Source: an optimization exercise on an open RTL-to-GDS flow (aim: small area and a short achievable clock period). Production flows keep margins and buffers that such runs may drop.
Function not checked in this run: the RTL went through the layout flow alone.
No driver is modelled on the clock port, so clocking that relies on it looks cheaper here than on a real chip.
Power and IR drop assume default switching activity.

==> flow/design.v <==
module rrc_filter #(
	parameter WIDTH = 9
)(
	input logic clk,
	input logic rst,
	input logic signed [WIDTH-1:0] filter_in,
	output logic signed [WIDTH-1:0] filter_out
);
  logic [8:0] sr0, sr1, sr2, sr3, sr4, sr5, sr6, sr7, sr8, sr9, sr10, sr11, sr12, sr13, sr14, sr15, sr16, sr17, sr18, sr19, sr20, sr21, sr22, sr23, sr24, sr25, sr26, sr27;
  always_ff @(posedge clk or posedge rst) begin
    if (rst) begin
      sr0 <= 9'h000;
      sr1 <= 9'h000;
      sr2 <= 9'h000;
      sr3 <= 9'h000;
      sr4 <= 9'h000;
      sr5 <= 9'h000;
      sr6 <= 9'h000;
      sr7 <= 9'h000;
      sr8 <= 9'h000;
      sr9 <= 9'h000;
      sr10 <= 9'h000;
      sr11 <= 9'h000;
      sr12 <= 9'h000;
      sr13 <= 9'h000;
      sr14 <= 9'h000;
      sr15 <= 9'h000;
      sr16 <= 9'h000;
      sr17 <= 9'h000;
      sr18 <= 9'h000;
      sr19 <= 9'h000;
      sr20 <= 9'h000;
      sr21 <= 9'h000;
      sr22 <= 9'h000;
      sr23 <= 9'h000;
      sr24 <= 9'h000;
      sr25 <= 9'h000;
      sr26 <= 9'h000;
      sr27 <= 9'h000;
    end else begin
      sr0 <= filter_in;
      sr1 <= sr0;
      sr2 <= sr1;
      sr3 <= sr2;
      sr4 <= sr3;
      sr5 <= sr4;
      sr6 <= sr5;
      sr7 <= sr6;
      sr8 <= sr7;
      sr9 <= sr8;
      sr10 <= sr9;
      sr11 <= sr10;
      sr12 <= sr11;
      sr13 <= sr12;
      sr14 <= sr13;
      sr15 <= sr14;
      sr16 <= sr15;
      sr17 <= sr16;
      sr18 <= sr17;
      sr19 <= sr18;
      sr20 <= sr19;
      sr21 <= sr20;
      sr22 <= sr21;
      sr23 <= sr22;
      sr24 <= sr23;
      sr25 <= sr24;
      sr26 <= sr25;
      sr27 <= sr26;
    end
  end
  logic [9:0] t0;
  always_ff @(posedge clk or posedge rst) begin
    if (rst) t0 <= 10'd904;
    else t0 <= 10'd904 - {{1{filter_in[8]}}, filter_in};
  end
  logic [9:0] pv0;
  always_ff @(posedge clk or posedge rst) begin
    if (rst) pv0 <= 10'd0;
    else pv0 <= {sr11[8], sr11} + {sr13[8], sr13};
  end
  logic [27:0] cs3;
  logic [35:0] cs2;
  logic [34:0] cs1;
  wire n1 = ~sr26[0];
  wire s2, c3;
  rrc_fa u3 (.a(sr27[0]), .b(sr24[0]), .ci(n1), .s(s2), .co(c3));
  wire s4, c5;
  rrc_fa u5 (.a(sr20[0]), .b(sr23[0]), .ci(sr26[1]), .s(s4), .co(c5));
  wire s6, c7;
  rrc_fa u7 (.a(sr27[1]), .b(sr21[0]), .ci(sr24[1]), .s(s6), .co(c7));
  wire s8, c9;
  rrc_fa u9 (.a(sr16[0]), .b(sr18[0]), .ci(s4), .s(s8), .co(c9));
  wire n10 = ~s8;
  wire s11, c12;
  rrc_fa u12 (.a(c3), .b(s6), .ci(n10), .s(s11), .co(c12));
  wire s13, c14;
  rrc_fa u14 (.a(sr20[1]), .b(sr23[1]), .ci(sr26[2]), .s(s13), .co(c14));
  wire s15, c16;
  rrc_fa u16 (.a(sr27[2]), .b(sr21[1]), .ci(sr24[2]), .s(s15), .co(c16));
  wire s17, c18;
  rrc_fa u18 (.a(sr16[1]), .b(sr18[1]), .ci(sr15[0]), .s(s17), .co(c18));
  wire n19 = ~c7;
  wire s20, c21;
  rrc_fa u21 (.a(c5), .b(s13), .ci(n19), .s(s20), .co(c21));
  wire n22 = ~s15;
  wire s23, c24;
  rrc_fa u24 (.a(n22), .b(s17), .ci(c9), .s(s23), .co(c24));
  wire n25 = ~c12;
  wire s26, c27;
  rrc_fa u27 (.a(s20), .b(s23), .ci(n25), .s(s26), .co(c27));
  wire s28, c29;
  rrc_fa u29 (.a(sr17[0]), .b(sr20[2]), .ci(sr23[2]), .s(s28), .co(c29));
  wire s30, c31;
  rrc_fa u31 (.a(sr27[3]), .b(sr21[2]), .ci(sr24[3]), .s(s30), .co(c31));
  wire s32, c33;
  rrc_fa u33 (.a(sr26[3]), .b(sr16[0]), .ci(sr16[2]), .s(s32), .co(c33));
  wire n34 = ~sr18[0];
  wire s35, c36;
  rrc_fa u36 (.a(sr18[2]), .b(n34), .ci(sr15[1]), .s(s35), .co(c36));
  wire s37, c38;
  rrc_fa u38 (.a(c14), .b(s28), .ci(s32), .s(s37), .co(c38));
  wire n39 = ~c18;
  wire s40, c41;
  rrc_fa u41 (.a(c16), .b(s30), .ci(n39), .s(s40), .co(c41));
  wire s42, c43;
  rrc_fa u43 (.a(s35), .b(c21), .ci(s37), .s(s42), .co(c43));
  wire n44 = ~s40;
  wire s45, c46;
  rrc_fa u46 (.a(n44), .b(c24), .ci(s42), .s(s45), .co(c46));
  wire s47, c48;
  rrc_fa u48 (.a(sr17[1]), .b(sr20[3]), .ci(sr23[3]), .s(s47), .co(c48));
  wire s49, c50;
  rrc_fa u50 (.a(sr27[4]), .b(sr21[3]), .ci(sr24[4]), .s(s49), .co(c50));
  wire s51, c52;
  rrc_fa u52 (.a(sr26[4]), .b(sr16[1]), .ci(sr16[3]), .s(s51), .co(c52));
  wire n53 = ~sr18[1];
  wire s54, c55;
  rrc_fa u55 (.a(sr18[3]), .b(n53), .ci(sr15[2]), .s(s54), .co(c55));
  wire s56, c57;
  rrc_fa u57 (.a(c29), .b(s47), .ci(c33), .s(s56), .co(c57));
  wire s58, c59;
  rrc_fa u59 (.a(s51), .b(c36), .ci(s54), .s(s58), .co(c59));
  wire s60, c61;
  rrc_fa u61 (.a(c31), .b(s49), .ci(c41), .s(s60), .co(c61));
  wire s62, c63;
  rrc_fa u63 (.a(c38), .b(s56), .ci(s58), .s(s62), .co(c63));
  wire n64 = ~s60;
  wire s65, c66;
  rrc_fa u66 (.a(c43), .b(s62), .ci(n64), .s(s65), .co(c66));
  wire s67, c68;
  rrc_fa u68 (.a(sr17[2]), .b(sr20[4]), .ci(sr23[4]), .s(s67), .co(c68));
  wire s69, c70;
  rrc_fa u70 (.a(sr27[5]), .b(sr21[4]), .ci(sr24[5]), .s(s69), .co(c70));
  wire s71, c72;
  rrc_fa u72 (.a(sr26[5]), .b(sr16[2]), .ci(sr16[4]), .s(s71), .co(c72));
  wire n73 = ~sr18[4];
  wire s74, c75;
  rrc_fa u75 (.a(sr18[2]), .b(n73), .ci(sr15[0]), .s(s74), .co(c75));
  wire s76, c77;
  rrc_fa u77 (.a(sr15[3]), .b(c48), .ci(s67), .s(s76), .co(c77));
  wire s78, c79;
  rrc_fa u79 (.a(c52), .b(s71), .ci(c55), .s(s78), .co(c79));
  wire s80, c81;
  rrc_fa u81 (.a(c50), .b(s69), .ci(s74), .s(s80), .co(c81));
  wire s82, c83;
  rrc_fa u83 (.a(c57), .b(s76), .ci(s78), .s(s82), .co(c83));
  wire s84, c85;
  rrc_fa u85 (.a(c59), .b(s82), .ci(c63), .s(s84), .co(c85));
  wire n86 = ~s84;
  wire s87, c88;
  rrc_fa u88 (.a(s80), .b(c61), .ci(n86), .s(s87), .co(c88));
  wire s89, c90;
  rrc_fa u90 (.a(sr17[3]), .b(sr20[5]), .ci(sr23[5]), .s(s89), .co(c90));
  wire s91, c92;
  rrc_fa u92 (.a(sr27[6]), .b(sr21[5]), .ci(sr24[6]), .s(s91), .co(c92));
  wire s93, c94;
  rrc_fa u94 (.a(sr26[6]), .b(sr16[3]), .ci(sr16[5]), .s(s93), .co(c94));
  wire n95 = ~sr18[5];
  wire s96, c97;
  rrc_fa u97 (.a(sr18[3]), .b(n95), .ci(sr15[1]), .s(s96), .co(c97));
  wire s98, c99;
  rrc_fa u99 (.a(sr15[4]), .b(c68), .ci(s89), .s(s98), .co(c99));
  wire s100, c101;
  rrc_fa u101 (.a(c70), .b(s91), .ci(c75), .s(s100), .co(c101));
  wire n102 = ~s96;
  wire s103, c104;
  rrc_fa u104 (.a(c72), .b(s93), .ci(n102), .s(s103), .co(c104));
  wire s105, c106;
  rrc_fa u106 (.a(c77), .b(s98), .ci(c79), .s(s105), .co(c106));
  wire n107 = ~s103;
  wire s108, c109;
  rrc_fa u109 (.a(s100), .b(c81), .ci(n107), .s(s108), .co(c109));
  wire n110 = ~s108;
  wire s111, c112;
  rrc_fa u112 (.a(c83), .b(s105), .ci(n110), .s(s111), .co(c112));
  wire s113, c114;
  rrc_fa u114 (.a(sr17[4]), .b(sr20[6]), .ci(sr23[6]), .s(s113), .co(c114));
  wire s115, c116;
  rrc_fa u116 (.a(sr27[7]), .b(sr21[6]), .ci(sr24[7]), .s(s115), .co(c116));
  wire s117, c118;
  rrc_fa u118 (.a(sr26[7]), .b(sr16[4]), .ci(sr16[6]), .s(s117), .co(c118));
  wire n119 = ~sr18[6];
  wire s120, c121;
  rrc_fa u121 (.a(sr18[4]), .b(n119), .ci(sr15[2]), .s(s120), .co(c121));
  wire s122, c123;
  rrc_fa u123 (.a(sr15[5]), .b(c90), .ci(s113), .s(s122), .co(c123));
  wire s124, c125;
  rrc_fa u125 (.a(c92), .b(s115), .ci(c97), .s(s124), .co(c125));
  wire n126 = ~s120;
  wire s127, c128;
  rrc_fa u128 (.a(c94), .b(s117), .ci(n126), .s(s127), .co(c128));
  wire s129, c130;
  rrc_fa u130 (.a(c99), .b(s122), .ci(c104), .s(s129), .co(c130));
  wire n131 = ~s127;
  wire s132, c133;
  rrc_fa u133 (.a(c101), .b(s124), .ci(n131), .s(s132), .co(c133));
  wire n134 = ~c109;
  wire s135, c136;
  rrc_fa u136 (.a(c106), .b(s129), .ci(n134), .s(s135), .co(c136));
  wire s137, c138;
  rrc_fa u138 (.a(sr27[8]), .b(sr17[5]), .ci(sr20[7]), .s(s137), .co(c138));
  wire s139, c140;
  rrc_fa u140 (.a(sr23[7]), .b(sr24[8]), .ci(sr16[5]), .s(s139), .co(c140));
  wire s141, c142;
  rrc_fa u142 (.a(sr21[7]), .b(sr26[8]), .ci(sr18[5]), .s(s141), .co(c142));
  wire s143, c144;
  rrc_fa u144 (.a(sr16[7]), .b(sr18[7]), .ci(sr15[6]), .s(s143), .co(c144));
  wire s145, c146;
  rrc_fa u146 (.a(sr15[3]), .b(c116), .ci(s141), .s(s145), .co(c146));
  wire s147, c148;
  rrc_fa u148 (.a(c114), .b(s137), .ci(c118), .s(s147), .co(c148));
  wire n149 = ~c121;
  wire s150, c151;
  rrc_fa u151 (.a(s139), .b(s143), .ci(n149), .s(s150), .co(c151));
  wire n152 = ~s145;
  wire s153, c154;
  rrc_fa u154 (.a(c123), .b(s147), .ci(n152), .s(s153), .co(c154));
  wire n155 = ~c125;
  wire s156, c157;
  rrc_fa u157 (.a(n155), .b(c128), .ci(s150), .s(s156), .co(c157));
  wire s158, c159;
  rrc_fa u159 (.a(s153), .b(c130), .ci(s156), .s(s158), .co(c159));
  wire n160 = ~c133;
  wire s161, c162;
  rrc_fa u162 (.a(n160), .b(s158), .ci(c136), .s(s161), .co(c162));
  wire s163, c164;
  rrc_fa u164 (.a(sr17[6]), .b(sr21[8]), .ci(sr16[6]), .s(s163), .co(c164));
  wire s165, c166;
  rrc_fa u166 (.a(sr20[8]), .b(sr23[8]), .ci(sr16[8]), .s(s165), .co(c166));
  wire s167, c168;
  rrc_fa u168 (.a(sr18[6]), .b(sr18[8]), .ci(sr15[4]), .s(s167), .co(c168));
  wire s169, c170;
  rrc_fa u170 (.a(sr15[7]), .b(c138), .ci(c140), .s(s169), .co(c170));
  wire s171, c172;
  rrc_fa u172 (.a(c142), .b(s165), .ci(s167), .s(s171), .co(c172));
  wire s173, c174;
  rrc_fa u174 (.a(s163), .b(c144), .ci(c148), .s(s173), .co(c174));
  wire n175 = ~c146;
  wire s176, c177;
  rrc_fa u177 (.a(s169), .b(n175), .ci(c151), .s(s176), .co(c177));
  wire n178 = ~s171;
  wire s179, c180;
  rrc_fa u180 (.a(n178), .b(s173), .ci(c154), .s(s179), .co(c180));
  wire s181, c182;
  rrc_fa u182 (.a(s176), .b(c157), .ci(s179), .s(s181), .co(c182));
  wire n183 = ~sr18[7];
  wire s184, c185;
  rrc_fa u185 (.a(sr17[7]), .b(sr16[7]), .ci(n183), .s(s184), .co(c185));
  wire s186, c187;
  rrc_fa u187 (.a(sr15[5]), .b(sr15[8]), .ci(c166), .s(s186), .co(c187));
  wire n188 = ~c168;
  wire s189, c190;
  rrc_fa u190 (.a(c164), .b(s184), .ci(n188), .s(s189), .co(c190));
  wire n191 = ~c170;
  wire s192, c193;
  rrc_fa u193 (.a(s186), .b(n191), .ci(c172), .s(s192), .co(c193));
  wire s194, c195;
  rrc_fa u195 (.a(s189), .b(c174), .ci(c177), .s(s194), .co(c195));
  wire n196 = ~s192;
  wire s197, c198;
  rrc_fa u198 (.a(n196), .b(c180), .ci(s194), .s(s197), .co(c198));
  wire s199, c200;
  rrc_fa u200 (.a(sr17[8]), .b(sr16[8]), .ci(sr15[6]), .s(s199), .co(c200));
  wire n201 = ~s199;
  wire s202, c203;
  rrc_fa u203 (.a(sr18[8]), .b(c185), .ci(n201), .s(s202), .co(c203));
  wire n204 = ~c187;
  wire s205, c206;
  rrc_fa u206 (.a(n204), .b(c190), .ci(s202), .s(s205), .co(c206));
  wire n207 = ~c193;
  wire s208, c209;
  rrc_fa u209 (.a(n207), .b(s205), .ci(c195), .s(s208), .co(c209));
  wire n210 = ~c203;
  wire s211, c212;
  rrc_fa u212 (.a(sr15[7]), .b(c200), .ci(n210), .s(s211), .co(c212));
  wire n213 = ~sr15[0];
  wire s214, c215;
  rrc_fa u215 (.a(pv0[1]), .b(cs3[1]), .ci(n213), .s(s214), .co(c215));
  wire s216, c217;
  rrc_fa u217 (.a(cs3[2]), .b(sr13[0]), .ci(sr15[1]), .s(s216), .co(c217));
  wire n218 = ~pv0[2];
  wire s219, c220;
  rrc_fa u220 (.a(n218), .b(sr11[1]), .ci(s216), .s(s219), .co(c220));
  wire s221, c222;
  rrc_fa u222 (.a(sr8[0]), .b(cs3[3]), .ci(cs3[4]), .s(s221), .co(c222));
  wire s223, c224;
  rrc_fa u224 (.a(sr13[1]), .b(sr15[2]), .ci(sr11[2]), .s(s223), .co(c224));
  wire s225, c226;
  rrc_fa u226 (.a(c217), .b(s221), .ci(s223), .s(s225), .co(c226));
  wire n227 = ~pv0[3];
  wire s228, c229;
  rrc_fa u229 (.a(n227), .b(c220), .ci(s225), .s(s228), .co(c229));
  wire s230, c231;
  rrc_fa u231 (.a(cs3[5]), .b(cs3[6]), .ci(sr8[1]), .s(s230), .co(c231));
  wire s232, c233;
  rrc_fa u233 (.a(pv0[0]), .b(pv0[4]), .ci(sr15[0]), .s(s232), .co(c233));
  wire s234, c235;
  rrc_fa u235 (.a(sr13[2]), .b(sr15[3]), .ci(sr11[3]), .s(s234), .co(c235));
  wire s236, c237;
  rrc_fa u237 (.a(s230), .b(c222), .ci(c224), .s(s236), .co(c237));
  wire n238 = ~s234;
  wire s239, c240;
  rrc_fa u240 (.a(sr11[0]), .b(s232), .ci(n238), .s(s239), .co(c240));
  wire n241 = ~s239;
  wire s242, c243;
  rrc_fa u243 (.a(c226), .b(s236), .ci(n241), .s(s242), .co(c243));
  wire s244, c245;
  rrc_fa u245 (.a(cs3[8]), .b(pv0[1]), .ci(pv0[5]), .s(s244), .co(c245));
  wire s246, c247;
  rrc_fa u247 (.a(sr8[2]), .b(cs3[7]), .ci(sr13[3]), .s(s246), .co(c247));
  wire n248 = ~sr15[4];
  wire s249, c250;
  rrc_fa u250 (.a(sr15[1]), .b(sr11[1]), .ci(n248), .s(s249), .co(c250));
  wire s251, c252;
  rrc_fa u252 (.a(sr11[4]), .b(c231), .ci(s246), .s(s251), .co(c252));
  wire s253, c254;
  rrc_fa u254 (.a(s244), .b(c233), .ci(s249), .s(s253), .co(c254));
  wire s255, c256;
  rrc_fa u256 (.a(c235), .b(c237), .ci(s251), .s(s255), .co(c256));
  wire n257 = ~s255;
  wire s258, c259;
  rrc_fa u259 (.a(c240), .b(s253), .ci(n257), .s(s258), .co(c259));
  wire s260, c261;
  rrc_fa u261 (.a(cs3[9]), .b(cs3[10]), .ci(sr8[3]), .s(s260), .co(c261));
  wire s262, c263;
  rrc_fa u263 (.a(pv0[2]), .b(pv0[6]), .ci(cs3[11]), .s(s262), .co(c263));
  wire s264, c265;
  rrc_fa u265 (.a(sr13[0]), .b(sr13[4]), .ci(sr15[5]), .s(s264), .co(c265));
  wire n266 = ~sr11[5];
  wire s267, c268;
  rrc_fa u268 (.a(sr15[2]), .b(sr11[2]), .ci(n266), .s(s267), .co(c268));
  wire s269, c270;
  rrc_fa u270 (.a(s260), .b(c247), .ci(s264), .s(s269), .co(c270));
  wire s271, c272;
  rrc_fa u272 (.a(c245), .b(s262), .ci(c250), .s(s271), .co(c272));
  wire s273, c274;
  rrc_fa u274 (.a(s267), .b(c254), .ci(s271), .s(s273), .co(c274));
  wire s275, c276;
  rrc_fa u276 (.a(c252), .b(s269), .ci(c256), .s(s275), .co(c276));
  wire n277 = ~s275;
  wire s278, c279;
  rrc_fa u279 (.a(s273), .b(n277), .ci(c259), .s(s278), .co(c279));
  wire s280, c281;
  rrc_fa u281 (.a(cs3[13]), .b(pv0[0]), .ci(sr8[4]), .s(s280), .co(c281));
  wire s282, c283;
  rrc_fa u283 (.a(pv0[3]), .b(pv0[7]), .ci(cs3[12]), .s(s282), .co(c283));
  wire s284, c285;
  rrc_fa u285 (.a(cs3[14]), .b(sr13[0]), .ci(sr13[1]), .s(s284), .co(c285));
  wire s286, c287;
  rrc_fa u287 (.a(sr13[5]), .b(sr15[6]), .ci(sr11[6]), .s(s286), .co(c287));
  wire s288, c289;
  rrc_fa u289 (.a(sr15[3]), .b(sr11[3]), .ci(c263), .s(s288), .co(c289));
  wire s290, c291;
  rrc_fa u291 (.a(c261), .b(s280), .ci(c265), .s(s290), .co(c291));
  wire n292 = ~s282;
  wire s293, c294;
  rrc_fa u294 (.a(n292), .b(s284), .ci(s286), .s(s293), .co(c294));
  wire s295, c296;
  rrc_fa u296 (.a(c268), .b(s288), .ci(c272), .s(s295), .co(c296));
  wire s297, c298;
  rrc_fa u298 (.a(c270), .b(s290), .ci(s293), .s(s297), .co(c298));
  wire n299 = ~s297;
  wire s300, c301;
  rrc_fa u301 (.a(s295), .b(c274), .ci(n299), .s(s300), .co(c301));
  wire s302, c303;
  rrc_fa u303 (.a(cs3[15]), .b(pv0[1]), .ci(sr8[5]), .s(s302), .co(c303));
  wire s304, c305;
  rrc_fa u305 (.a(pv0[4]), .b(pv0[8]), .ci(sr15[4]), .s(s304), .co(c305));
  wire s306, c307;
  rrc_fa u307 (.a(sr13[1]), .b(sr13[2]), .ci(sr13[6]), .s(s306), .co(c307));
  wire n308 = ~sr11[4];
  wire s309, c310;
  rrc_fa u310 (.a(sr15[7]), .b(sr11[7]), .ci(n308), .s(s309), .co(c310));
  wire s311, c312;
  rrc_fa u312 (.a(c281), .b(s302), .ci(c285), .s(s311), .co(c312));
  wire s313, c314;
  rrc_fa u314 (.a(c287), .b(s306), .ci(s309), .s(s313), .co(c314));
  wire s315, c316;
  rrc_fa u316 (.a(c283), .b(s304), .ci(c289), .s(s315), .co(c316));
  wire s317, c318;
  rrc_fa u318 (.a(c291), .b(s311), .ci(c294), .s(s317), .co(c318));
  wire n319 = ~s313;
  wire s320, c321;
  rrc_fa u321 (.a(n319), .b(s315), .ci(c296), .s(s320), .co(c321));
  wire n322 = ~s320;
  wire s323, c324;
  rrc_fa u324 (.a(c298), .b(s317), .ci(n322), .s(s323), .co(c324));
  wire s325, c326;
  rrc_fa u326 (.a(cs3[16]), .b(pv0[2]), .ci(pv0[9]), .s(s325), .co(c326));
  wire s327, c328;
  rrc_fa u328 (.a(sr8[6]), .b(cs3[17]), .ci(cs3[18]), .s(s327), .co(c328));
  wire s329, c330;
  rrc_fa u330 (.a(sr13[2]), .b(sr13[3]), .ci(sr13[7]), .s(s329), .co(c330));
  wire s331, c332;
  rrc_fa u332 (.a(pv0[5]), .b(sr15[5]), .ci(sr15[8]), .s(s331), .co(c332));
  wire s333, c334;
  rrc_fa u334 (.a(sr11[5]), .b(sr11[8]), .ci(c305), .s(s333), .co(c334));
  wire s335, c336;
  rrc_fa u336 (.a(c303), .b(s325), .ci(c307), .s(s335), .co(c336));
  wire s337, c338;
  rrc_fa u338 (.a(s327), .b(s329), .ci(c310), .s(s337), .co(c338));
  wire s339, c340;
  rrc_fa u340 (.a(c312), .b(s335), .ci(c314), .s(s339), .co(c340));
  wire n341 = ~s337;
  wire s342, c343;
  rrc_fa u343 (.a(s331), .b(s333), .ci(n341), .s(s342), .co(c343));
  wire n344 = ~c316;
  wire s345, c346;
  rrc_fa u346 (.a(n344), .b(c318), .ci(s339), .s(s345), .co(c346));
  wire n347 = ~s345;
  wire s348, c349;
  rrc_fa u349 (.a(s342), .b(c321), .ci(n347), .s(s348), .co(c349));
  wire s350, c351;
  rrc_fa u351 (.a(cs3[20]), .b(pv0[3]), .ci(sr8[7]), .s(s350), .co(c351));
  wire s352, c353;
  rrc_fa u353 (.a(cs3[19]), .b(sr13[3]), .ci(sr13[4]), .s(s352), .co(c353));
  wire s354, c355;
  rrc_fa u355 (.a(pv0[6]), .b(sr13[8]), .ci(sr15[6]), .s(s354), .co(c355));
  wire s356, c357;
  rrc_fa u357 (.a(c326), .b(s350), .ci(c328), .s(s356), .co(c357));
  wire s358, c359;
  rrc_fa u359 (.a(sr11[6]), .b(c332), .ci(s354), .s(s358), .co(c359));
  wire s360, c361;
  rrc_fa u361 (.a(c330), .b(s352), .ci(c336), .s(s360), .co(c361));
  wire n362 = ~s356;
  wire s363, c364;
  rrc_fa u364 (.a(c334), .b(s358), .ci(n362), .s(s363), .co(c364));
  wire s365, c366;
  rrc_fa u366 (.a(c338), .b(s360), .ci(c340), .s(s365), .co(c366));
  wire n367 = ~c346;
  wire s368, c369;
  rrc_fa u369 (.a(s363), .b(c343), .ci(n367), .s(s368), .co(c369));
  wire s370, c371;
  rrc_fa u371 (.a(cs3[21]), .b(cs3[22]), .ci(pv0[4]), .s(s370), .co(c371));
  wire s372, c373;
  rrc_fa u373 (.a(pv0[7]), .b(sr8[8]), .ci(sr15[7]), .s(s372), .co(c373));
  wire n374 = ~sr11[7];
  wire s375, c376;
  rrc_fa u376 (.a(sr13[4]), .b(sr13[5]), .ci(n374), .s(s375), .co(c376));
  wire s377, c378;
  rrc_fa u378 (.a(s370), .b(c351), .ci(c353), .s(s377), .co(c378));
  wire n379 = ~s375;
  wire s380, c381;
  rrc_fa u381 (.a(c355), .b(s372), .ci(n379), .s(s380), .co(c381));
  wire n382 = ~c359;
  wire s383, c384;
  rrc_fa u384 (.a(c357), .b(s377), .ci(n382), .s(s383), .co(c384));
  wire n385 = ~c361;
  wire s386, c387;
  rrc_fa u387 (.a(s380), .b(n385), .ci(c364), .s(s386), .co(c387));
  wire n388 = ~s386;
  wire s389, c390;
  rrc_fa u390 (.a(s383), .b(c366), .ci(n388), .s(s389), .co(c390));
  wire s391, c392;
  rrc_fa u392 (.a(pv0[5]), .b(cs3[23]), .ci(cs3[25]), .s(s391), .co(c392));
  wire s393, c394;
  rrc_fa u394 (.a(sr13[5]), .b(sr13[6]), .ci(sr15[8]), .s(s393), .co(c394));
  wire n395 = ~sr11[8];
  wire s396, c397;
  rrc_fa u397 (.a(pv0[8]), .b(cs3[24]), .ci(n395), .s(s396), .co(c397));
  wire s398, c399;
  rrc_fa u399 (.a(c371), .b(s391), .ci(s393), .s(s398), .co(c399));
  wire n400 = ~c376;
  wire s401, c402;
  rrc_fa u402 (.a(c373), .b(s396), .ci(n400), .s(s401), .co(c402));
  wire n403 = ~c381;
  wire s404, c405;
  rrc_fa u405 (.a(c378), .b(s398), .ci(n403), .s(s404), .co(c405));
  wire n406 = ~s401;
  wire s407, c408;
  rrc_fa u408 (.a(n406), .b(c384), .ci(s404), .s(s407), .co(c408));
  wire s409, c410;
  rrc_fa u410 (.a(cs3[26]), .b(pv0[6]), .ci(pv0[9]), .s(s409), .co(c410));
  wire n411 = ~cs3[27];
  wire s412, c413;
  rrc_fa u413 (.a(n411), .b(sr13[6]), .ci(sr13[7]), .s(s412), .co(c413));
  wire s414, c415;
  rrc_fa u415 (.a(s409), .b(c392), .ci(c394), .s(s414), .co(c415));
  wire s416, c417;
  rrc_fa u417 (.a(s412), .b(c399), .ci(s414), .s(s416), .co(c417));
  wire n418 = ~s416;
  wire s419, c420;
  rrc_fa u420 (.a(c397), .b(c402), .ci(n418), .s(s419), .co(c420));
  wire n421 = ~sr13[8];
  wire s422, c423;
  rrc_fa u423 (.a(pv0[7]), .b(sr13[7]), .ci(n421), .s(s422), .co(c423));
  wire s424, c425;
  rrc_fa u425 (.a(c410), .b(c413), .ci(s422), .s(s424), .co(c425));
  wire s426, c427;
  rrc_fa u427 (.a(c415), .b(s424), .ci(c417), .s(s426), .co(c427));
  wire n428 = ~sr13[8];
  wire s429, c430;
  rrc_fa u430 (.a(pv0[8]), .b(n428), .ci(c423), .s(s429), .co(c430));
  wire s431, c432;
  rrc_fa u432 (.a(c425), .b(s429), .ci(c427), .s(s431), .co(c432));
  wire s433, c434;
  rrc_fa u434 (.a(cs2[0]), .b(cs2[1]), .ci(sr2[0]), .s(s433), .co(c434));
  wire s435, c436;
  rrc_fa u436 (.a(cs2[2]), .b(sr3[0]), .ci(sr6[0]), .s(s435), .co(c436));
  wire s437, c438;
  rrc_fa u438 (.a(sr0[1]), .b(sr10[0]), .ci(sr8[0]), .s(s437), .co(c438));
  wire s439, c440;
  rrc_fa u440 (.a(sr2[1]), .b(sr5[0]), .ci(cs2[3]), .s(s439), .co(c440));
  wire n441 = ~c434;
  wire s442, c443;
  rrc_fa u443 (.a(n441), .b(s435), .ci(s437), .s(s442), .co(c443));
  wire s444, c445;
  rrc_fa u445 (.a(cs2[4]), .b(sr2[2]), .ci(sr5[1]), .s(s444), .co(c445));
  wire s446, c447;
  rrc_fa u447 (.a(sr3[1]), .b(sr6[1]), .ci(sr0[2]), .s(s446), .co(c447));
  wire s448, c449;
  rrc_fa u449 (.a(sr10[1]), .b(sr8[1]), .ci(cs2[5]), .s(s448), .co(c449));
  wire s450, c451;
  rrc_fa u451 (.a(sr11[0]), .b(c436), .ci(s446), .s(s450), .co(c451));
  wire n452 = ~c438;
  wire s453, c454;
  rrc_fa u454 (.a(s444), .b(c440), .ci(n452), .s(s453), .co(c454));
  wire s455, c456;
  rrc_fa u456 (.a(s448), .b(s450), .ci(c443), .s(s455), .co(c456));
  wire s457, c458;
  rrc_fa u458 (.a(sr3[2]), .b(sr6[2]), .ci(sr0[3]), .s(s457), .co(c458));
  wire s459, c460;
  rrc_fa u460 (.a(sr10[0]), .b(sr10[2]), .ci(sr8[2]), .s(s459), .co(c460));
  wire s461, c462;
  rrc_fa u462 (.a(sr2[3]), .b(sr5[2]), .ci(sr8[0]), .s(s461), .co(c462));
  wire s463, c464;
  rrc_fa u464 (.a(cs2[6]), .b(sr11[1]), .ci(c447), .s(s463), .co(c464));
  wire s465, c466;
  rrc_fa u466 (.a(s457), .b(s459), .ci(c449), .s(s465), .co(c466));
  wire s467, c468;
  rrc_fa u468 (.a(c445), .b(s461), .ci(c454), .s(s467), .co(c468));
  wire s469, c470;
  rrc_fa u470 (.a(c451), .b(s463), .ci(s465), .s(s469), .co(c470));
  wire n471 = ~s467;
  wire s472, c473;
  rrc_fa u473 (.a(c456), .b(s469), .ci(n471), .s(s472), .co(c473));
  wire s474, c475;
  rrc_fa u475 (.a(cs2[7]), .b(cs2[8]), .ci(sr3[3]), .s(s474), .co(c475));
  wire s476, c477;
  rrc_fa u477 (.a(sr6[3]), .b(sr0[4]), .ci(sr10[1]), .s(s476), .co(c477));
  wire s478, c479;
  rrc_fa u479 (.a(sr2[4]), .b(sr5[3]), .ci(sr8[1]), .s(s478), .co(c479));
  wire s480, c481;
  rrc_fa u481 (.a(sr10[3]), .b(sr8[3]), .ci(sr11[2]), .s(s480), .co(c481));
  wire s482, c483;
  rrc_fa u483 (.a(s474), .b(c458), .ci(c460), .s(s482), .co(c483));
  wire n484 = ~s476;
  wire s485, c486;
  rrc_fa u486 (.a(c462), .b(s478), .ci(n484), .s(s485), .co(c486));
  wire s487, c488;
  rrc_fa u488 (.a(s480), .b(c464), .ci(s482), .s(s487), .co(c488));
  wire s489, c490;
  rrc_fa u490 (.a(c466), .b(s487), .ci(c470), .s(s489), .co(c490));
  wire n491 = ~s489;
  wire s492, c493;
  rrc_fa u493 (.a(s485), .b(c468), .ci(n491), .s(s492), .co(c493));
  wire s494, c495;
  rrc_fa u495 (.a(cs2[9]), .b(sr3[4]), .ci(sr6[4]), .s(s494), .co(c495));
  wire s496, c497;
  rrc_fa u497 (.a(cs2[10]), .b(sr2[5]), .ci(sr5[4]), .s(s496), .co(c497));
  wire s498, c499;
  rrc_fa u499 (.a(sr0[5]), .b(sr10[2]), .ci(sr10[4]), .s(s498), .co(c499));
  wire n500 = ~sr8[4];
  wire s501, c502;
  rrc_fa u502 (.a(sr8[2]), .b(n500), .ci(sr11[0]), .s(s501), .co(c502));
  wire s503, c504;
  rrc_fa u504 (.a(sr11[3]), .b(c475), .ci(s494), .s(s503), .co(c504));
  wire n505 = ~c477;
  wire s506, c507;
  rrc_fa u507 (.a(s496), .b(c479), .ci(n505), .s(s506), .co(c507));
  wire n508 = ~s501;
  wire s509, c510;
  rrc_fa u510 (.a(s498), .b(c481), .ci(n508), .s(s509), .co(c510));
  wire n511 = ~c486;
  wire s512, c513;
  rrc_fa u513 (.a(s503), .b(c483), .ci(n511), .s(s512), .co(c513));
  wire n514 = ~s506;
  wire s515, c516;
  rrc_fa u516 (.a(n514), .b(s509), .ci(c488), .s(s515), .co(c516));
  wire s517, c518;
  rrc_fa u518 (.a(s512), .b(s515), .ci(c490), .s(s517), .co(c518));
  wire s519, c520;
  rrc_fa u520 (.a(sr3[5]), .b(sr6[5]), .ci(sr0[6]), .s(s519), .co(c520));
  wire s521, c522;
  rrc_fa u522 (.a(sr10[3]), .b(sr10[5]), .ci(sr8[5]), .s(s521), .co(c522));
  wire s523, c524;
  rrc_fa u524 (.a(sr2[6]), .b(sr5[5]), .ci(sr8[3]), .s(s523), .co(c524));
  wire n525 = ~sr11[4];
  wire s526, c527;
  rrc_fa u527 (.a(cs2[11]), .b(sr11[1]), .ci(n525), .s(s526), .co(c527));
  wire s528, c529;
  rrc_fa u529 (.a(c495), .b(c499), .ci(s519), .s(s528), .co(c529));
  wire s530, c531;
  rrc_fa u531 (.a(c497), .b(s523), .ci(c502), .s(s530), .co(c531));
  wire n532 = ~s526;
  wire s533, c534;
  rrc_fa u534 (.a(s521), .b(n532), .ci(c504), .s(s533), .co(c534));
  wire n535 = ~s528;
  wire s536, c537;
  rrc_fa u537 (.a(c507), .b(n535), .ci(s530), .s(s536), .co(c537));
  wire s538, c539;
  rrc_fa u539 (.a(c510), .b(s533), .ci(c513), .s(s538), .co(c539));
  wire n540 = ~s536;
  wire s541, c542;
  rrc_fa u542 (.a(n540), .b(c516), .ci(s538), .s(s541), .co(c542));
  wire s543, c544;
  rrc_fa u544 (.a(cs2[12]), .b(sr3[6]), .ci(sr6[6]), .s(s543), .co(c544));
  wire s545, c546;
  rrc_fa u546 (.a(cs2[13]), .b(sr2[7]), .ci(sr5[6]), .s(s545), .co(c546));
  wire s547, c548;
  rrc_fa u548 (.a(sr0[7]), .b(sr10[4]), .ci(sr10[6]), .s(s547), .co(c548));
  wire s549, c550;
  rrc_fa u550 (.a(sr8[4]), .b(cs2[14]), .ci(sr11[2]), .s(s549), .co(c550));
  wire s551, c552;
  rrc_fa u552 (.a(sr8[6]), .b(sr11[5]), .ci(c520), .s(s551), .co(c552));
  wire s553, c554;
  rrc_fa u554 (.a(s543), .b(c522), .ci(s547), .s(s553), .co(c554));
  wire s555, c556;
  rrc_fa u556 (.a(s545), .b(c524), .ci(s549), .s(s555), .co(c556));
  wire s557, c558;
  rrc_fa u558 (.a(s551), .b(c529), .ci(s553), .s(s557), .co(c558));
  wire s559, c560;
  rrc_fa u560 (.a(c527), .b(c531), .ci(s555), .s(s559), .co(c560));
  wire n561 = ~c537;
  wire s562, c563;
  rrc_fa u563 (.a(c534), .b(s557), .ci(n561), .s(s562), .co(c563));
  wire n564 = ~s559;
  wire s565, c566;
  rrc_fa u566 (.a(n564), .b(c539), .ci(s562), .s(s565), .co(c566));
  wire s567, c568;
  rrc_fa u568 (.a(sr2[8]), .b(sr3[7]), .ci(sr6[7]), .s(s567), .co(c568));
  wire s569, c570;
  rrc_fa u570 (.a(cs2[15]), .b(sr5[7]), .ci(sr0[8]), .s(s569), .co(c570));
  wire s571, c572;
  rrc_fa u572 (.a(sr10[5]), .b(sr10[7]), .ci(sr8[7]), .s(s571), .co(c572));
  wire n573 = ~cs2[16];
  wire s574, c575;
  rrc_fa u575 (.a(sr8[5]), .b(n573), .ci(sr11[3]), .s(s574), .co(c575));
  wire s576, c577;
  rrc_fa u577 (.a(sr11[6]), .b(c544), .ci(s567), .s(s576), .co(c577));
  wire n578 = ~c548;
  wire s579, c580;
  rrc_fa u580 (.a(c546), .b(s569), .ci(n578), .s(s579), .co(c580));
  wire n581 = ~s571;
  wire s582, c583;
  rrc_fa u583 (.a(n581), .b(c550), .ci(s574), .s(s582), .co(c583));
  wire s584, c585;
  rrc_fa u585 (.a(c552), .b(s576), .ci(c554), .s(s584), .co(c585));
  wire s586, c587;
  rrc_fa u587 (.a(s579), .b(c556), .ci(s582), .s(s586), .co(c587));
  wire n588 = ~c560;
  wire s589, c590;
  rrc_fa u590 (.a(c558), .b(s584), .ci(n588), .s(s589), .co(c590));
  wire n591 = ~s586;
  wire s592, c593;
  rrc_fa u593 (.a(n591), .b(c563), .ci(s589), .s(s592), .co(c593));
  wire s594, c595;
  rrc_fa u595 (.a(cs2[17]), .b(sr5[8]), .ci(sr10[6]), .s(s594), .co(c595));
  wire s596, c597;
  rrc_fa u597 (.a(sr3[8]), .b(sr6[8]), .ci(sr10[8]), .s(s596), .co(c597));
  wire s598, c599;
  rrc_fa u599 (.a(sr8[6]), .b(sr8[8]), .ci(cs2[18]), .s(s598), .co(c599));
  wire s600, c601;
  rrc_fa u601 (.a(sr11[7]), .b(c568), .ci(s594), .s(s600), .co(c601));
  wire s602, c603;
  rrc_fa u603 (.a(sr11[4]), .b(c570), .ci(s596), .s(s602), .co(c603));
  wire n604 = ~c572;
  wire s605, c606;
  rrc_fa u606 (.a(s598), .b(n604), .ci(c575), .s(s605), .co(c606));
  wire n607 = ~s602;
  wire s608, c609;
  rrc_fa u609 (.a(c577), .b(s600), .ci(n607), .s(s608), .co(c609));
  wire s610, c611;
  rrc_fa u611 (.a(c580), .b(c583), .ci(s605), .s(s610), .co(c611));
  wire n612 = ~c587;
  wire s613, c614;
  rrc_fa u614 (.a(c585), .b(s608), .ci(n612), .s(s613), .co(c614));
  wire n615 = ~s610;
  wire s616, c617;
  rrc_fa u617 (.a(n615), .b(c590), .ci(s613), .s(s616), .co(c617));
  wire n618 = ~cs2[19];
  wire s619, c620;
  rrc_fa u620 (.a(cs2[20]), .b(cs2[21]), .ci(n618), .s(s619), .co(c620));
  wire s621, c622;
  rrc_fa u622 (.a(sr8[7]), .b(sr11[5]), .ci(sr11[8]), .s(s621), .co(c622));
  wire s623, c624;
  rrc_fa u624 (.a(s619), .b(c597), .ci(c599), .s(s623), .co(c624));
  wire n625 = ~s621;
  wire s626, c627;
  rrc_fa u627 (.a(sr10[7]), .b(c595), .ci(n625), .s(s626), .co(c627));
  wire s628, c629;
  rrc_fa u629 (.a(c603), .b(s623), .ci(c606), .s(s628), .co(c629));
  wire s630, c631;
  rrc_fa u631 (.a(c601), .b(s626), .ci(c609), .s(s630), .co(c631));
  wire n632 = ~s630;
  wire s633, c634;
  rrc_fa u634 (.a(s628), .b(c611), .ci(n632), .s(s633), .co(c634));
  wire s635, c636;
  rrc_fa u636 (.a(sr10[8]), .b(cs2[22]), .ci(sr11[6]), .s(s635), .co(c636));
  wire n637 = ~c620;
  wire s638, c639;
  rrc_fa u639 (.a(sr8[8]), .b(cs2[23]), .ci(n637), .s(s638), .co(c639));
  wire s640, c641;
  rrc_fa u641 (.a(c622), .b(s635), .ci(c624), .s(s640), .co(c641));
  wire n642 = ~s640;
  wire s643, c644;
  rrc_fa u644 (.a(s638), .b(c627), .ci(n642), .s(s643), .co(c644));
  wire n645 = ~c629;
  wire s646, c647;
  rrc_fa u647 (.a(n645), .b(c631), .ci(s643), .s(s646), .co(c647));
  wire n648 = ~cs2[24];
  wire s649, c650;
  rrc_fa u650 (.a(cs2[25]), .b(cs2[26]), .ci(n648), .s(s649), .co(c650));
  wire n651 = ~s649;
  wire s652, c653;
  rrc_fa u653 (.a(sr11[7]), .b(n651), .ci(c636), .s(s652), .co(c653));
  wire n654 = ~c639;
  wire s655, c656;
  rrc_fa u656 (.a(n654), .b(s652), .ci(c641), .s(s655), .co(c656));
  wire s657, c658;
  rrc_fa u658 (.a(cs2[27]), .b(cs2[29]), .ci(sr11[8]), .s(s657), .co(c658));
  wire n659 = ~cs2[28];
  wire s660, c661;
  rrc_fa u661 (.a(n659), .b(c650), .ci(s657), .s(s660), .co(c661));
  wire n662 = ~s660;
  wire s663, c664;
  rrc_fa u664 (.a(c653), .b(n662), .ci(c656), .s(s663), .co(c664));
  wire n665 = ~cs2[30];
  wire s666, c667;
  rrc_fa u667 (.a(n665), .b(cs2[31]), .ci(c658), .s(s666), .co(c667));
  wire n668 = ~cs2[33];
  wire s669, c670;
  rrc_fa u670 (.a(cs2[34]), .b(cs2[35]), .ci(n668), .s(s669), .co(c670));
  wire n671 = ~cs1[1];
  wire n672 = ~cs1[2];
  wire n673 = ~cs1[4];
  wire n674 = ~cs1[8];
  wire n675 = ~cs1[9];
  wire n676 = ~t0[9];
  wire n677 = ~cs1[20];
  wire n678 = ~cs1[22];
  wire n679 = ~cs1[24];
  wire n680 = ~cs1[27];
  wire n681 = ~cs1[30];
  wire n682 = ~cs1[21];
  wire n683 = ~cs1[28];
  wire s684, c685;
  rrc_ha u685 (.a(cs1[0]), .b(t0[0]), .s(s684), .co(c685));
  wire s686, c687;
  rrc_fa u687 (.a(t0[1]), .b(n672), .ci(cs1[3]), .s(s686), .co(c687));
  wire s688, c689;
  rrc_fa u689 (.a(cs1[5]), .b(t0[2]), .ci(n673), .s(s688), .co(c689));
  wire s690, c691;
  rrc_ha u691 (.a(cs1[6]), .b(t0[3]), .s(s690), .co(c691));
  wire s692, c693;
  rrc_fa u693 (.a(cs1[7]), .b(t0[4]), .ci(n674), .s(s692), .co(c693));
  wire s694, c695;
  rrc_fa u695 (.a(t0[5]), .b(cs1[10]), .ci(n675), .s(s694), .co(c695));
  wire s696, c697;
  rrc_fa u697 (.a(cs1[11]), .b(cs1[12]), .ci(t0[6]), .s(s696), .co(c697));
  wire s698, c699;
  rrc_fa u699 (.a(cs1[13]), .b(cs1[14]), .ci(t0[7]), .s(s698), .co(c699));
  wire s700, c701;
  rrc_fa u701 (.a(cs1[15]), .b(cs1[16]), .ci(t0[8]), .s(s700), .co(c701));
  wire s702, c703;
  rrc_fa u703 (.a(cs1[17]), .b(cs1[18]), .ci(n676), .s(s702), .co(c703));
  wire s704, c705;
  rrc_fa u705 (.a(n677), .b(n682), .ci(cs1[19]), .s(s704), .co(c705));
  wire s706, c707;
  rrc_fa u707 (.a(cs1[21]), .b(cs1[23]), .ci(n678), .s(s706), .co(c707));
  wire s708, c709;
  rrc_fa u709 (.a(cs1[26]), .b(cs1[25]), .ci(n679), .s(s708), .co(c709));
  wire n710 = ~n680;
  wire s711, c712;
  rrc_fa u712 (.a(n681), .b(n683), .ci(cs1[29]), .s(s711), .co(c712));
  wire s713, c714;
  rrc_fa u714 (.a(cs1[31]), .b(cs1[32]), .ci(cs1[28]), .s(s713), .co(c714));
  wire n715 = ~cs1[33];
  always_ff @(posedge clk or posedge rst) begin
    if (rst) cs3 <= 28'b0011100011100101100010011111;
    else cs3 <= {c212, sr15[8], c209, s211, c206, s208, c198, s197, c182, c162, s181, c159, s161, s135, c112, s132, c88, s111, c85, s87, c66, s65, c46, s45, c27, s26, s11, s2};
  end
  always_ff @(posedge clk or posedge rst) begin
    if (rst) cs2 <= 36'b100001000010101011010010110110010001;
    else cs2 <= {c432, c430, pv0[9], s431, s426, c420, c408, s419, c405, c390, s407, c387, s389, c369, s368, c349, s365, s348, c324, s323, c301, c279, s300, c276, s278, s258, c243, s242, c229, s228, s219, c215, s214, sr11[0], pv0[0], cs3[0]};
  end
  always_ff @(posedge clk or posedge rst) begin
    if (rst) cs1 <= 35'b10000011001101000011001011000001010;
    else cs1 <= {c670, s669, c667, cs2[32], c664, s666, c661, s663, c647, c644, s655, s646, c634, c617, s633, c614, s616, c593, s592, c566, s565, c542, s541, c518, s517, c493, s492, c473, s472, s455, s453, s442, s439, s433, sr0[0]};
  end
  wire [18:0] fa_ = {1'b1, cs1[34], n715, s713, s711, n710, s708, s706, s704, s702, s700, s698, s696, s694, s692, s690, s688, s686, n671};
  wire [18:0] fb_ = {1'b0, cs1[33], c714, c712, n680, c709, c707, c705, c703, c701, c699, c697, c695, c693, c691, c689, c687, c685, s684};
  wire [18:0] sum_ = fa_ + fb_;
  wire ovf_ = (sum_[18] != sum_[16]) || (sum_[17] != sum_[16]);
  wire [8:0] y_ = ovf_ ? (sum_[18] ? 9'h100 : 9'h0ff) : sum_[16:8];
  always_ff @(posedge clk or posedge rst) begin
    if (rst) filter_out <= 9'd0;
    else filter_out <= y_;
  end
endmodule
module rrc_fa (input logic a, input logic b, input logic ci, output logic s, output logic co);
  assign s = a ^ b ^ ci;
  assign co = (a & b) | (a & ci) | (b & ci);
endmodule
module rrc_carry8 (input logic [7:0] a, input logic [7:0] b, output logic co);
  wire [8:0] t = {1'b0, a} + {1'b0, b};
  assign co = t[8];
endmodule
module rrc_hsat (input logic [10:0] a, input logic [10:0] b, input logic ci, output logic [8:0] y);
  wire [11:0] t2 = {a, ci} + {b, ci};
  wire [10:0] t = t2[11:1];
  wire ovf = (t[10] != t[8]) || (t[9] != t[8]);
  assign y = ovf ? (t[10] ? 9'h100 : 9'h0ff) : t[8:0];
endmodule
module rrc_fa1 (input logic a, input logic b, output logic s, output logic co);
  assign s = ~(a ^ b);
  assign co = a | b;
endmodule
module rrc_ha (input logic a, input logic b, output logic s, output logic co);
  assign s = a ^ b;
  assign co = a & b;
endmodule
==> flow/flow/run.sh <==
#!/bin/bash
# Own layout flow: the standard ORFS flow (standard.sh, unchanged synthesis), with
#  - timing repair aimed below the design's period (SETUP_SLACK_MARGIN; the SDC is unchanged),
#  - port buffers of a normal buffer cell rather than the smallest one,
#  - after CTS, the clock port drives the tree's branch buffers directly, split in two (flow/flatten_clock_root.tcl).
# Each step's full log is kept by ORFS under orfs/logs/; make's own output goes to flow.log.
set -uo pipefail
here=$(pwd)
bash standard.sh SETUP_SLACK_MARGIN=7.45 "BUFFER_PORTS_ARGS=-buffer_cell sky130_fd_sc_hd__buf_2" \
  "POST_CTS_TCL=$here/flow/flatten_clock_root.tcl" finish > flow.log 2>&1
==> flow/flow/flatten_clock_root.tcl <==
# POST_CTS hook. CTS builds root buffer -> branch buffers -> leaf buffers -> registers.
# 1. Drop the root buffer: the clock port then feeds the branch buffers directly.
set block [ord::get_db_block]
set clknet [$block findNet clk]

proc loads_of {net} {
  set l {}
  foreach it [$net getITerms] { if {[$it isInputSignal]} { lappend l $it } }
  return $l
}
proc out_net {inst} {
  foreach it [$inst getITerms] { if {[$it isOutputSignal]} { return [$it getNet] } }
  return ""
}

set roots [loads_of $clknet]
puts "clock hook: clock port feeds [llength $roots] cell(s)"
if {[llength $roots] == 1} {
  set root [[lindex $roots 0] getInst]
  set out [out_net $root]
  set loads [loads_of $out]
  if {[llength $loads] <= 4 && [llength $loads] > 0} {
    foreach it $loads {
      set pname "[[$it getInst] getName]/[[$it getMTerm] getName]"
      disconnect_pin [$out getName] $pname
      connect_pin clk $pname
    }
    set rname [$root getName]
    set oname [$out getName]
    delete_instance $rname
    delete_net $oname
    puts "clock hook: removed root $rname"
  }
}

set branches [loads_of $clknet]
set nsplit [expr {4 / max(1, [llength $branches])}]
if {[llength $branches] <= 2} {
  set k 0
  foreach bit $branches {
    set b [$bit getInst]
    set bnet [out_net $b]
    set leaves [loads_of $bnet]
    if {[llength $leaves] < 4} continue
    # split the leaves in two halves along the wider spread of their positions
    set pts {}
    foreach it $leaves {
      set li [$it getInst]
      set loc [$li getLocation]
      lappend pts [list $it [lindex $loc 0] [lindex $loc 1]]
    }
    set xs [lmap p $pts {lindex $p 1}]
    set ys [lmap p $pts {lindex $p 2}]
    set dx [expr {[tcl::mathfunc::max {*}$xs] - [tcl::mathfunc::min {*}$xs]}]
    set dy [expr {[tcl::mathfunc::max {*}$ys] - [tcl::mathfunc::min {*}$ys]}]
    set idx [expr {$dx >= $dy ? 1 : 2}]
    set pts [lsort -integer -index $idx $pts]
    set half [expr {[llength $pts] / 2}]
    set moved [lrange $pts $half end]
    set master [[$b getMaster] getName]
    set nname "clkhook_split_${k}"
    set netname "clkhook_net_${k}"
    incr k
    set newnet [odb::dbNet_create $block $netname]
    $newnet setSigType CLOCK
    set inst [odb::dbInst_create $block [[ord::get_db] findMaster $master] $nname]
    set sx 0; set sy 0
    foreach p $moved { set sx [expr {$sx + [lindex $p 1]}]; set sy [expr {$sy + [lindex $p 2]}] }
    set n [llength $moved]
    $inst setLocation [expr {$sx / $n}] [expr {$sy / $n}]
    $inst setPlacementStatus PLACED
    [$inst findITerm A] connect $clknet
    [$inst findITerm X] connect $newnet
    foreach p $moved {
      set it [lindex $p 0]
      $it disconnect
      $it connect $newnet
    }
    # move the original branch buffer to the centroid of the leaves it keeps
    set sx 0; set sy 0
    set kept [lrange $pts 0 [expr {$half - 1}]]
    foreach p $kept { set sx [expr {$sx + [lindex $p 1]}]; set sy [expr {$sy + [lindex $p 2]}] }
    set n [llength $kept]
    $b setLocation [expr {$sx / $n}] [expr {$sy / $n}]
    puts "clock hook: split [$b getName] ([llength $leaves] leaves) into two"
  }
  detailed_placement
  check_placement -verbose
}
estimate_parasitics -placement
report_clock_latency
==> flow/standard.sh <==
#!/bin/bash
# synth_recipe.tcl (not shown) runs the flow's synth.tcl, then flattens the netlist and writes it again
# the make line also repeats each setting of config.mk as NAME=value (left out here)
make -C /OpenROAD-flow-scripts/flow DESIGN_CONFIG=/design/flow/config.mk WORK_HOME=/design/flow/orfs CLKGATE_MAP_FILE= SYNTH_SCRIPT=/design/flow/synth_recipe.tcl "${@:-finish}"
==> flow/config.mk <==
export PLATFORM = sky130hd
export DESIGN_NAME = rrc_filter
export DESIGN_NICKNAME = rrc_filter
export VERILOG_FILES = /design/flow/design.v
export SDC_FILE = /design/flow/constraint.sdc
export NUM_CORES = 4
export LEC_CHECK = 0
export ABC_CLOCK_PERIOD_IN_PS = 800
export CAP_MARGIN = 20
export CORE_MARGIN = 2
export CORE_UTILIZATION = 70
export CTS_BUF_LIST = sky130_fd_sc_hd__clkbuf_16
export CTS_CLUSTER_DIAMETER = 90
export CTS_CLUSTER_SIZE = 32
export PLACE_DENSITY = 0.75
export SLEW_MARGIN = 20
export SYNTH_HIERARCHICAL = 1
==> flow/constraint.sdc <==
create_clock -name core_clock -period 10.5 [get_ports {clk}]
set_input_delay 2.1000 -clock core_clock [delete_from_list [all_inputs] [get_ports {clk}]]
set_output_delay 2.1000 -clock core_clock [all_outputs]
set_load 0.01 [all_outputs]
==> metrics.md <==
| Metric | Value |
|---|---|
| Type of element capturing the critical path | flop |
| Synthesis warning total | 7 |
| Worst Path Arrival | 3330 ps |
| Synth top cells by count | sky130_fd_sc_hd__dfrtp_1 (329), sky130_fd_sc_hd__fa_1 (297), sky130_fd_sc_hd__inv_1 (128), sky130_fd_sc_hd__dfstp_2 (47), sky130_fd_sc_hd__ha_1 (29) |
| Global-route wire length before repair | 49000 um |
| Combinational family with the most area after synthesis | adder cells |
| Vias in the first global route | 9002 |
| Aggregate negative setup slack | 0 ps |
| HPWL after detailed placement | 22400 um |
| Max Cap Violations | 0 |
| Ratio of cells with drive above 1 in the final layout | 0.211 |
| WS Path Type | flop to flop |
| Flip-flop and latch count after synthesis | 376 |
| DIE AREA | 0.0257 mm2 |
| Max_slew headroom | 0.609 |
| Critical path cell sequence | fa_1 > ha_1 > and3b_2 > o311a_4 > o41ai_4 > o211ai_1 > xor2_2 > buf_6 > o21ai_4 > a21oi_1 |
| Synth Area in Adders | 0.368 |
| Worst clock skew on the final layout | 26.1 ps |
| Highest fanout seen on the critical path | 7 |
| Xor/xnor share of the synthesized area | 0.0112 |
| Die H | 160 um |
| Number of different library cells in the post-synthesis netlist | 46 |
| Area growth from synthesis to layout | 9.87% |
| Clk Latency, worst-skew pair | 340 ps |
| Synthesized-area fraction occupied by ao, oa, aoi and oai cells | 0.0237 |
| Max Clk Rate | 0.319 GHz |
| Type of the worst min-delay path | flop to flop |
| Syn Nets | 1303 |
| Startpoint class of the critical path | flop |
| Number of vias per cell | 5.45 |
| Power per cell area | 338 mW/mm2 |
| Lkg Pwr | 8.27 nW |
| Effective utilization at floorplan | 0.709 |
| Final worst path period share | 0.299 |
| Basic-gate share of the synthesized area counting and, or, nand and nor cells | 0.0156 |
| Max Slew Vio Count | 0 |
| Count of routing violations after the opening detailed-route iteration | 558 |
| Crit path largest cell delay | 560 ps |
| Total wire length after detailed routing | 30700 um |
| Least-Margin Pin Slew | 584 ps |
| Total congestion overflow after global routing | 0 |
| Core footprint | 0.0242 mm2 |
| Share of Yosys cell area claimed by the top area cell type | 0.481 |
| Count of non-filler cells in the finished layout | 1384 |
| Via total after detailed routing | 7547 |
| Pin count of the biggest net entering global routing | 196 |
| Net total in the final layout | 1388 |
| Share of synthesized flip-flops with an asynchronous set or reset | 1.00 |
| GRT Total Usage | 0.258 |
| Main area contributors after synthesis | sky130_fd_sc_hd__dfrtp_1 (48%), sky130_fd_sc_hd__fa_1 (35%), sky130_fd_sc_hd__dfstp_2 (7.2%) |
| Hold Worst Slack | 350 ps |
| Fraction of the yosys area taken by sequential cells | 0.553 |
| Largest area contributor in the netlist | sky130_fd_sc_hd__dfrtp_1 |
| Clock-pin transition on the worst setup and hold timing paths | 120 ps |
| Number of enable flip-flop cells after synthesis | 0 |
| Average cell area after synthesis | 17.7 um2 |
| TritonCTS clock tree | done |
| Post-synthesis cell area | 0.0171 mm2 |
| Diodes inserted | 0 |
| Final weighted congestion in routability-driven placement | 0.845 |
| Initial antenna violation count | 0 |
| Required arrival time at the worst endpoint | 10700 ps |
| Multiplexer share of the synthesized area | 0 |
| Outcome | finished clean |
| Ports placed on the boundary | 20 |
| Placement row count | 57 |
| DRC violation count after routing | 0 |
| Fillers | 1283 |
| RSZ-0062 raised after global routing | true |
| Number of placed instances, taps included | 1310 |
| Setup Viol. Count Final | 0 |
| Final antenna-violating net count | 0 |
| Clock period minus final worst setup slack | 3140 ps |
| Number of iterations in the first detailed-routing pass | 4 |
| Syn Inst Count | 966 |
| Most common cell in the netlist | sky130_fd_sc_hd__dfrtp_1 |
| Prevailing post-synth register cell | sky130_fd_sc_hd__dfrtp_1 |
| Number of hold violations in the final report | 0 |
| Slowest cell on crit path | sky130_fd_sc_hd__dfstp_2 |
| Die Wd | 160 um |
| Routed WL per cell | 22.2 um |
| VDD IR max | 358 uV |
| Number of buffers inserted by port buffering | 19 |
| Sinks on the clock net | 376 |
-- where the power goes --
group / switching, W / internal, W
Combinational: 0.00193 / 0.00169
Clock: 0.000413 / 0.000287
Sequential: 0.000185 / 0.00186
-- worst paths after layout --
kind                                   startpoint                       to  slack [ps]  depth (start not counted)
worst min register to register  sr12[7]$_DFF_PP0_        sr13[7]$_DFF_PP0_         350                          0
min in group asynchronous                     rst        cs2[26]$_DFF_PP0_        1880                          2
worst max-delay path             cs1[3]$_DFF_PP1_  filter_out[1]$_DFF_PP0_        7360                         10
max in group asynchronous                     rst        cs3[23]$_DFF_PP1_        7590                          5
worst min-delay path            sr12[7]$_DFF_PP0_        sr13[7]$_DFF_PP0_         350                          0
worst max register to register   cs1[3]$_DFF_PP1_  filter_out[1]$_DFF_PP0_        7360                         10
-- cells by family (layout without fill, tap and decap cells) --
logic type                 Yosys count  after routing
and+or+nand+nor                     50             50
adders and majority gates          326            326
buffers and inverters              130            224
AOI/OAI and AO/OA                   62             62
DFF                                376            376
xor gates and xnor gates            22             22
-- final cells by class, without the clock buffers --
type                       count  area (um2)  area share
buffer                         2        50.0     0.00266
clock inverter                11        51.3     0.00273
inverter                     128         484      0.0257
multi-input combinational    460        7430       0.395
sequential                   376        9520       0.506
tap                          324         405      0.0215
timing repair buffer          67         522      0.0277
timing repair inverter         2        12.5    0.000665
-- through the flow --
step	instance area [um2]	util	total power [W]	setup slack (ps)
floorplan	17100	-	0.00433	3390
detailed placement	17700	0.731	0.00519	5870
global placement	17700	0.731	0.00503	6030
finish	18800	0.779	0.00637	7360
global route	18800	0.779	0.00693	7300
-- state kept, by name, indices dropped and copies added, names as in the netlist, 10 cells and up --
name and cells:
cs1 34, cs2 35, cs3 28, pv0 10
-- worst max-delay path: cells and delay by family, from the launching register on --
family	cells	cell delay, ps
AOI/OAI and AO/OA	5	1190
xor gates and xnor gates	1	190
adders and majority gates	2	690
buffers and inverters	1	150
DFF	1	560
and+or+nand+nor	1	230
-- per-module statistics from Yosys, one instance, submodules excluded --
| module | copies in the design | cells inside | flip-flops and latches |
|---|---|---|---|
| rrc_fa | 296 | 1 | 0 |
| rrc_filter | 1 | 668 | 376 |
| rrc_ha | 2 | 1 | 0 |
-- layer usage --
metal / wire length, um / track usage
met5: 0 / 0
met4: 631 / 0.0573
met3: 964 / 0.0418
met2: 16600 / 0.438
met1: 12500 / 0.369
-- layout by cell type, fill, tap and decap left out, types with 2 or more instances in the layout --
| master | n |
|---|---|
| sky130_fd_sc_hd__xor2_1 | 10 |
| sky130_fd_sc_hd__dfstp_2 | 47 |
| sky130_fd_sc_hd__ha_4 | 6 |
| sky130_fd_sc_hd__inv_1 | 134 |
| sky130_fd_sc_hd__nand4_1 | 2 |
| sky130_fd_sc_hd__clkbuf_16 | 17 |
| sky130_fd_sc_hd__nand2_1 | 16 |
| sky130_fd_sc_hd__o21a_1 | 2 |
| sky130_fd_sc_hd__nand2b_1 | 3 |
| sky130_fd_sc_hd__dfrtp_1 | 290 |
| sky130_fd_sc_hd__or3_1 | 2 |
| sky130_fd_sc_hd__fa_2 | 16 |
| sky130_fd_sc_hd__o211ai_1 | 3 |
| sky130_fd_sc_hd__o21ai_0 | 9 |
| sky130_fd_sc_hd__xnor2_1 | 11 |
| sky130_fd_sc_hd__fa_1 | 281 |
| sky130_fd_sc_hd__a21o_1 | 5 |
| sky130_fd_sc_hd__a31oi_1 | 2 |
| sky130_fd_sc_hd__dfrtp_2 | 39 |
| sky130_fd_sc_hd__a21oi_1 | 17 |
| sky130_fd_sc_hd__nor2_1 | 9 |
| sky130_fd_sc_hd__o21bai_1 | 3 |
| sky130_fd_sc_hd__buf_12 | 2 |
| sky130_fd_sc_hd__nor3_1 | 3 |
| sky130_fd_sc_hd__a21oi_2 | 6 |
| sky130_fd_sc_hd__clkinvlp_4 | 3 |
| sky130_fd_sc_hd__buf_4 | 43 |
| sky130_fd_sc_hd__ha_1 | 22 |
| sky130_fd_sc_hd__nand3_1 | 4 |
| sky130_fd_sc_hd__a21oi_4 | 2 |
| sky130_fd_sc_hd__buf_2 | 19 |

==> port drivers added, routing unchanged <==
The flow's constraints put no driver on any port. The routed layout listed below was extracted and timed again, unchanged, in two steps.
Step 1 (the two cells are an assumption about what drives the block):
set clk [get_ports {clk}]
set_driving_cell -lib_cell sky130_fd_sc_hd__clkbuf_16 $clk
set_driving_cell -lib_cell sky130_fd_sc_hd__buf_2 [delete_from_list [all_inputs] $clk]
Step 2 also shifts input and output timing later by t, the mid clock arrival at the registers, as if the neighbouring blocks saw the same clock.
a / b / c = ideal / step 1 / step 2; a / b = the first two.
t (ns): 0.419
slack for setup (ns): 7.365 / 7.365 / 7.154
slew at the worst register clock pin (ns): 0.12 / 0.12
After both steps this run still meets setup and hold. For this run, drivers alone change the setup slack by 0.000 ns; drivers and shift together by -0.211 ns.
